Source: an optimization exercise on an open RTL-to-GDS flow (aim: small area). Production flows keep margins and buffers that such runs may drop.
Function was checked by simulation only, so behaviour that the tests miss may differ from the original.
Power is estimated from default activity; no workload was simulated.

== build 65 ==
Design esaxi, start of the top module:
module esaxi ( 
   wr_access, wr_packet, rd_access, rd_packet, rr_wait, s_axi_arready,
   s_axi_awready, s_axi_bid, s_axi_bresp, s_axi_bvalid, s_axi_rid,
   s_axi_rdata, s_axi_rlast, s_axi_rresp, s_axi_rvalid, s_axi_wready,
   wr_wait, rd_wait, rr_access, rr_packet, s_axi_aclk, s_axi_aresetn,
   s_axi_arid, s_axi_araddr, s_axi_arburst, s_axi_arcache,
   s_axi_arlock, s_axi_arlen, s_axi_arprot, s_axi_arqos, s_axi_arsize,
   s_axi_arvalid, s_axi_awid, s_axi_awaddr, s_axi_awburst,
   s_axi_awcache, s_axi_awlock, s_axi_awlen, s_axi_awprot,
   s_axi_awqos, s_axi_awsize, s_axi_awvalid, s_axi_bready,
   s_axi_rready, s_axi_wid, s_axi_wdata, s_axi_wlast, s_axi_wstrb,
   s_axi_wvalid
   );
   parameter          S_IDW               = 12;
   parameter          PW                  = 104;
   parameter [AW-1:0] RETURN_ADDR         = 0;
   parameter          AW                  = 32;
   parameter          DW                  = 32;
   output 	   wr_access;   
   output [PW-1:0] wr_packet;
   input 	   wr_wait;
   output 	   rd_access;   
   output [PW-1:0] rd_packet;
   input 	   rd_wait;
   input 	   rr_access;         
   input [PW-1:0]  rr_packet;
   output 	   rr_wait;
   input 	  s_axi_aclk;
   input 	  s_axi_aresetn;
  ...
For scale: about 230 flip-flops, about 580 I/O pins.
Settings: LEC_CHECK=0, ABC_AREA=1, CAP_MARGIN=20, CORE_MARGIN=2, CORE_UTILIZATION=25, SLEW_MARGIN=20; clock period 10.0 ns.
standard.sh (not shown) runs the stock make flow with config.mk's settings and CLKGATE_MAP_FILE= SYNTH_SCRIPT=/design/flow/synth_recipe.tcl, a recipe that flattens the netlist after the stock synthesis.
==> flow/flow/run.sh <==
#!/bin/bash
# Standard ORFS layout (bash standard.sh) with three changes to how the layout is made:
#  - port buffers use the smallest buffer cell (buf_1) instead of the default choice;
#  - constant outputs keep the one tie cell per value that synthesis made
#    (no repair_tie_fanout);
#  - the clock tree uses clkbuf_4 buffers and no dummy loads.
set -euo pipefail
export BUFFER_PORTS_ARGS="-buffer_cell sky130_fd_sc_hd__buf_1"
export SKIP_REPAIR_TIE_FANOUT=1
export CTS_ARGS="-sink_clustering_enable -repair_clock_nets -buf_list sky130_fd_sc_hd__clkbuf_4 -dont_use_dummy_load"
bash standard.sh finish > standard_flow.log 2>&1
Build 65 finished every stage and its layout cleared the timing, DRC and antenna checks.
Input-level comparison between build 79 and build 65:
==> flow/flow/run.sh <==
#!/bin/bash
# Standard ORFS layout (bash standard.sh) with these changes to how the layout is made:
#  - synthesis is synth_recipe.tcl unchanged, except that Yosys's abc call maps
#    the logic with flow/area.abc (an area-oriented ABC script);
#  - port buffers use the smallest buffer cell (buf_1);
#  - constant outputs keep the one tie cell per value that synthesis made
#    (no repair_tie_fanout);
#  - the clock tree uses clkbuf_8 buffers, sink clusters of up to 12 flops
#    within 50 um, and no dummy loads.
set -euo pipefail
here=$(pwd)
export FLOW_SYNTH_TCL="$here/synth_recipe.tcl"
export MY_ABC_SCRIPT="$here/flow/area.abc"
export BUFFER_PORTS_ARGS="-buffer_cell sky130_fd_sc_hd__buf_1"
export SKIP_REPAIR_TIE_FANOUT=1
export CTS_ARGS="-sink_clustering_enable -repair_clock_nets -buf_list sky130_fd_sc_hd__clkbuf_8 -sink_clustering_size 12 -sink_clustering_max_diameter 50 -dont_use_dummy_load"
bash standard.sh SYNTH_SCRIPT="$here/flow/synth_wrap.tcl" finish > standard_flow.log 2>&1
==> flow/flow/area.abc (new file) <==
strash
dch
amap
topo
==> flow/flow/synth_wrap.tcl (new file) <==
proc abc {args} {
  set i [lsearch -exact $args -script]
  if {$i >= 0 && [info exists ::env(MY_ABC_SCRIPT)] && $::env(MY_ABC_SCRIPT) ne ""} {
    lset args [expr {$i + 1}] $::env(MY_ABC_SCRIPT)
  }
  yosys abc {*}$args
}
source $::env(FLOW_SYNTH_TCL)
Results
Build 79 vs build 65 on part of the cycle the worst path needs: build 79 is the lower one.
Changes observed in build 79 relative to build 65: leakage power summed over all cells fell 17%; initial core utilization closely matched the old numbers; clock share of power now sits lower.
Relative to build 65, post-route total power decreased by about 6% in build 79.
Number of clock-tree buffers in the layout: higher on build 65
Diff build 65 -> build 79: inverter count down 36%; synthesized cell count down 189.
> inputs changed (build 79 -> build 5)
==> flow/flow/run.sh <==
#!/bin/bash
# Standard ORFS layout (bash standard.sh) with three changes to how the layout is made:
#  - port buffers use the smallest buffer cell (buf_1) instead of the default choice;
#  - constant outputs keep the one tie cell per value that synthesis made
#    (no repair_tie_fanout);
#  - the clock tree uses clkbuf_4 buffers and no dummy loads.
set -euo pipefail
export BUFFER_PORTS_ARGS="-buffer_cell sky130_fd_sc_hd__buf_1"
export SKIP_REPAIR_TIE_FANOUT=1
export CTS_ARGS="-sink_clustering_enable -repair_clock_nets -buf_list sky130_fd_sc_hd__clkbuf_8 -sink_clustering_size 12 -sink_clustering_max_diameter 50 -dont_use_dummy_load"
bash standard.sh finish > standard_flow.log 2>&1
removed: flow/flow/area.abc
removed: flow/flow/synth_wrap.tcl
Findings:
Any difference in total number of cells along the worst setup path between build 79 and build 5 is small enough to ignore. Compare build 79 and build 5 | met2 capacity usage during global routing higher: build 5. On HPWL reported at the end of detailed placement, build 79 beats build 5. Average wire per cell in the routed design came out higher on build 5 than on build 79. Fraction of standard cell area in multi-input logic was higher in build 5 than in build 79. Build 5 has share of power burned in the clock network above what build 79 had. Build 5: synthesized area about 5% above build 79. Higher total clock buffers created by CTS was reported by build 5, not build 79. Looking at combinational family with the most area after synthesis, the simple AND/OR/NAND/NOR gates result is from build 5; the compound AO/OA/AOI/OAI gates one comes from build 79. Comparing build 79 and build 5, the higher weighted congestion reported at the end of routability-driven placement is on build 5. According to the power report, total power for build 5 is higher than for build 79. | gate count of the mapped netlist | lower: build 79 |.
Modified inputs, build 97 compared to build 5
--- a/flow/flow/run.sh
+++ b/flow/flow/run.sh
@@ -8,4 +8,4 @@
 export BUFFER_PORTS_ARGS="-buffer_cell sky130_fd_sc_hd__buf_1"
 export SKIP_REPAIR_TIE_FANOUT=1
-export CTS_ARGS="-sink_clustering_enable -repair_clock_nets -buf_list sky130_fd_sc_hd__clkbuf_8 -sink_clustering_size 12 -sink_clustering_max_diameter 50 -dont_use_dummy_load"
+export CTS_ARGS="-sink_clustering_enable -repair_clock_nets -buf_list sky130_fd_sc_hd__clkbuf_16 -sink_clustering_size 20 -sink_clustering_max_diameter 60 -dont_use_dummy_load"
 bash standard.sh finish > standard_flow.log 2>&1
The final layout from build 97, which completed every stage, passed the timing, DRC and antenna checks at the end of the flow.
Changes observed in build 97 relative to build 5: global-route wire length before repair comparable, count of clock-buffer cells in the layout fell by 5, number of vias after detailed routing level, cell area after layout shows an increase of about 1.8%, setup slack of the most critical reg-to-reg path has decreased.
The higher total power of build 5 and build 97 is in build 97.
Build 5 -> build 97: area taken by flip-flops and latches delta 0, exact match
Build 5 -> build 97: number of antenna-violating nets in the routed design delta 0, exact match
The number of hold violations in the final report was comparable across build 5 and build 97.
Summary of the comparison: layout cell share with drive strength beyond 1 is lower in build 97, relative to build 5.
Comparing build 5 and build 97, relative area change from synthesis to final layout is higher on build 97.

## re-timing with driven ports
Ports are ideal in the flow. The routed layouts listed here were re-timed in OpenROAD.
Step 1, drivers: a clkbuf_16 drives s_axi_aclk and a buf_2 each remaining input, both assumed.
Step 2 moves the port delays by t, midway between the first and last clock arrival at a register: inputs arrive t later, outputs are due t later. That takes back most of the time a late clock gives input paths.
Three values: ideal ports, drivers, drivers and shift; two values: the first two.
run | t (ns) | setup slack, ns | latest minus earliest clock arrival (ns) | pins driven straight from the clock port
build 65 | 0.710 | 2.026 / 2.041 / 1.332 | 0.092 / 0.091 | 1
build 79 | 0.594 | 2.104 / 2.119 / 1.525 | 0.082 / 0.082 | 1
build 5 | 0.600 | 1.951 / 1.965 / 1.365 | 0.110 / 0.109 | 1
build 97 | 0.556 | 1.899 / 1.916 / 1.360 | 0.088 / 0.088 | 1
After both steps every run listed still meets setup and hold. For build 65, which loses most, drivers alone change the setup slack by +0.015 ns; drivers and shift together by -0.694 ns.
